Source: an optimization exercise on an open RTL-to-GDS flow (aim: small area). Production flows keep margins and buffers that such runs may drop. The RTL was checked by simulation tests, not by an equivalence proof against the original design. The flow treats the clock pin as an ideal source. Dropping or thinning the clock tree relies on that and would not hold on a real chip.

==> module top, before the edit <==
module top (
    input               clk,  
    input               rst,  
    input       [3:0]   sw,
    output      [3:0]   led
);
    localparam [14:0] A_MASK = 15'h2AAA;    
    localparam [14:0] A_INIT = 15'h7BA4;    
    localparam [14:0] A_K    = 15'h2AFF;    
    localparam [14:0] A_LAST = 15'h0000;    
    reg  [14:0] a_q;
    wire [14:0] a_t = a_q ^ A_MASK;
    wire        a_tc = (a_t & A_K) == A_LAST;
    wire        a_ld = rst | a_tc;
    always @(posedge clk)
        a_q <= (a_ld ? A_INIT : {a_t[13:0], a_t[14] ^ a_t[0]}) ^ A_MASK;
    localparam [15:0] B_MASK = 16'hAAAA;
    localparam [15:0] B_INIT = 16'hB312;
    localparam [15:0] B_K    = 16'h5EBF;
    localparam [15:0] B_LAST = 16'h0000;
    reg  [15:0] b_q;
    wire [15:0] b_t = b_q ^ B_MASK;
    wire        b_tc = (b_t & B_K) == B_LAST;
    wire        b_ld = rst | b_tc;
    always @(posedge clk)
        b_q <= (b_ld ? B_INIT : {b_t[14:0], b_t[15] ^ b_t[6]}) ^ B_MASK;
    wire adv_a  = ~rst & a_tc;
    wire hold_a = ~rst & ~a_tc;
    wire adv_b  = ~rst & b_tc;
    wire hold_b = ~rst & ~b_tc;
    reg  [3:0] lf;
    wire [3:0] lf_n = {lf[2:0], ~(lf[3] ^ lf[2])};
    reg  [1:0] g;
    wire [1:0] g_n = {g[0], ~g[1]};
    wire       blink = g[1] ^ g[0];
    reg        nfresh;
    reg  [2:0] c;
    wire       c_f = (~c[2] & (~c[1] | c[0])) | (c[2] & c[1] & ~c[0]);
    wire [2:0] c_n = {c[1:0], c_f};
    always @(posedge clk) begin
        lf     <= ({4{adv_a}} & lf_n) | ({4{hold_a}} & lf);
        g      <= ({2{adv_a}} & g_n)  | ({2{hold_a}} & g);
        nfresh <= adv_a | (hold_a & nfresh);
        c      <= ({3{adv_b}} & c_n)  | ({3{hold_b}} & c);
    end
    wire l3 = lf[3], l2 = lf[2], l1 = lf[1], l0 = lf[0], p = blink;
    wire [3:0] cyc;
    assign cyc[0] = ~(l3&l1&l0&~p | l3&l2&l0&p | ~l3&~l2&~l0&p | ~l3&~l1&l0&~p);
    assign cyc[1] = ~l3&l1&~p | ~l2&l1&~l0&~p | ~l3&~l1&l0&p | l3&~l2&l0&p | l2&~l1&~l0 | l2&l1&l0 | l3&l2&l0&~p | ~l3&~l0&~p | l3&~l2&~l1&p | l3&l2&l1&p;
    assign cyc[2] = ~l2&l1&~l0&~p | ~l3&~l1&l0&p | ~l3&~l2&~l0&~p | l3&~l2&l0&p | l3&l2&l0&~p | ~l3&~l2&l1&~p | l3&~l2&~l1&p | ~l3&l1&~l0&~p | l3&l2&l1&p;
    assign cyc[3] = ~l3&~l1&l0&p | ~l3&~l2&~l0&~p | l3&l2&l0&~p | l3&l1&l0&p;
    wire [3:0] seq0 = nfresh ? cyc : 4'b0000;
    wire [3:0] seq3 = {g[1], g[0], ~g[1], ~g[0]};
    wire [3:0] seq4 = {c[2] & c[1] & ~c[0], c[2] & (c[1] | c[0]), c[1] | (c[2] & c[0]), |c};
    reg [3:0] seq;
    assign led = seq;
    always @(*) begin
        case (sw[2:0])
            3'b000: seq = seq0;
            3'b001: seq = lf;
            3'b010: seq = {4{blink}};
            3'b011: seq = seq3;
            3'b100: seq = seq4;
            default: seq = sw;
        endcase
    end
endmodule
export LEC_CHECK = 0
export CAP_MARGIN = 20
export CORE_MARGIN = 2
export CORE_UTILIZATION = 40
export PLACE_DENSITY = 0.85
export SLEW_MARGIN = 20
create_clock -name core_clock -period 10.0 [get_ports {clk}]
standard.sh (not shown) runs the stock make flow with config.mk's settings and CLKGATE_MAP_FILE= SYNTH_SCRIPT=/design/flow/synth_recipe.tcl, a recipe that flattens the netlist after the stock synthesis.
==> flow/flow/run.sh <==
#!/bin/bash
# Own layout flow:
#  1. the standard synthesis (standard.sh synth), unchanged;
#  3. the standard ORFS layout, with buf_1 port buffers and, after CTS, the
#     clock tree replaced by two leaf buffers driven by the clock port
#     (flow/clock_tree.tcl).
# Each tool's output goes to its own log file in the work folder.
set -euo pipefail
W=$PWD
F=$W/flow
R=$W/orfs/results/$FLOW_PLATFORM/top/base
export LIB=$FLOW_HOME/platforms/$FLOW_PLATFORM/lib/sky130_fd_sc_hd__tt_025C_1v80.lib
export YOSYS=$(command -v yosys || echo $FLOW_HOME/../tools/install/yosys/bin/yosys)
NP=${NUM_CORES:-4}

# 1. standard synthesis
bash standard.sh synth > $W/synth.log 2>&1

# 2. area re-mapping
mkdir -p $W/remap
cp $R/1_2_yosys.v $W/remap/standard.v
export DU=$(grep -o -- '-dont_use [^ ]*' $W/orfs/logs/$FLOW_PLATFORM/top/base/1_2_yosys.log | sort -u | tr '\n' ' ')
: > $W/remap/areas.txt
for s in $(seq 1 32); do echo "$W/remap/standard.v $s r1s$s"; done | xargs -P $NP -L 1 bash $F/remap_one.sh
if [[ -s $W/remap/areas.txt ]]; then
  best=$(sort -g $W/remap/areas.txt | awk 'NR==1 {print $2}')
  for s in $(seq 33 48); do echo "$W/remap/$best.v $s r2s$s"; done | xargs -P $NP -L 1 bash $F/remap_one.sh
  best=$(sort -g $W/remap/areas.txt | awk 'NR==1 {print $2}')
  sort -g $W/remap/areas.txt > $W/remap/chosen.txt
  cp $W/remap/$best.v $R/1_2_yosys.v
fi

# 3. layout
bash standard.sh finish \
  "BUFFER_PORTS_ARGS=-buffer_cell sky130_fd_sc_hd__buf_1" \
  "CTS_ARGS=-sink_clustering_enable -repair_clock_nets -dont_use_dummy_load -buf_list sky130_fd_sc_hd__clkbuf_4 -root_buf sky130_fd_sc_hd__clkbuf_4" \
  "POST_CTS_TCL=$F/clock_tree.tcl" > $W/layout.log 2>&1
Other scripts of this flow, unchanged in this note and not shown: flow/flow/clock_tree.tcl, flow/flow/remap.abc, flow/flow/remap.ys, flow/flow/remap_one.sh
Change:
--- a/flow/design.v
+++ b/flow/design.v
@@ -5,8 +5,8 @@
     output      [3:0]   led
 );
     localparam [14:0] A_MASK = 15'h2AAA;    
-    localparam [14:0] A_INIT = 15'h7BA4;    
-    localparam [14:0] A_K    = 15'h2AFF;    
+    localparam [14:0] A_INIT = 15'h37BA;    
+    localparam [14:0] A_K    = 15'h7AAF;    
     localparam [14:0] A_LAST = 15'h0000;    
     reg  [14:0] a_q;
     wire [14:0] a_t = a_q ^ A_MASK;
Outcome: Maximum frequency drops by a few percent. Sequential share of layout area rises by 0.46 points. Core utilization barely changes. Routed wire length went down by a few percent. Design area drops slightly. Flip-flop and latch count does not change.
In every run of this note, the design's own scripts or RTL, not TritonCTS, make the clock network.

-- afterwards: timing with drivers on the ports --
Ports are ideal in the flow. The routed layouts listed here were re-timed in OpenROAD. Step 1: set_driving_cell puts a clkbuf_16 on clk and a buf_2 on each other input, an assumption about the parent block. Step 2 also shifts input and output timing later by t, the mid clock arrival at the registers, as if the neighbouring blocks saw the same clock. Three values: ideal, step 1, step 2; two values: the first two.
run | t, ns | setup slack, ns | worst setup path after step 2 | worst slew at a driven data input, ns | pins driven straight from the clock port
the first run | 0.193 | 4.820 / 4.795 / 4.795 | input to output | 0.03 | 2
the second run | 0.198 | 4.483 / 4.461 / 4.461 | input to output | 0.03 | 2
After both steps setup and hold are still met in every run listed. For the first run, which loses most, drivers alone change the setup slack by -0.025 ns; drivers and shift together by -0.025 ns.
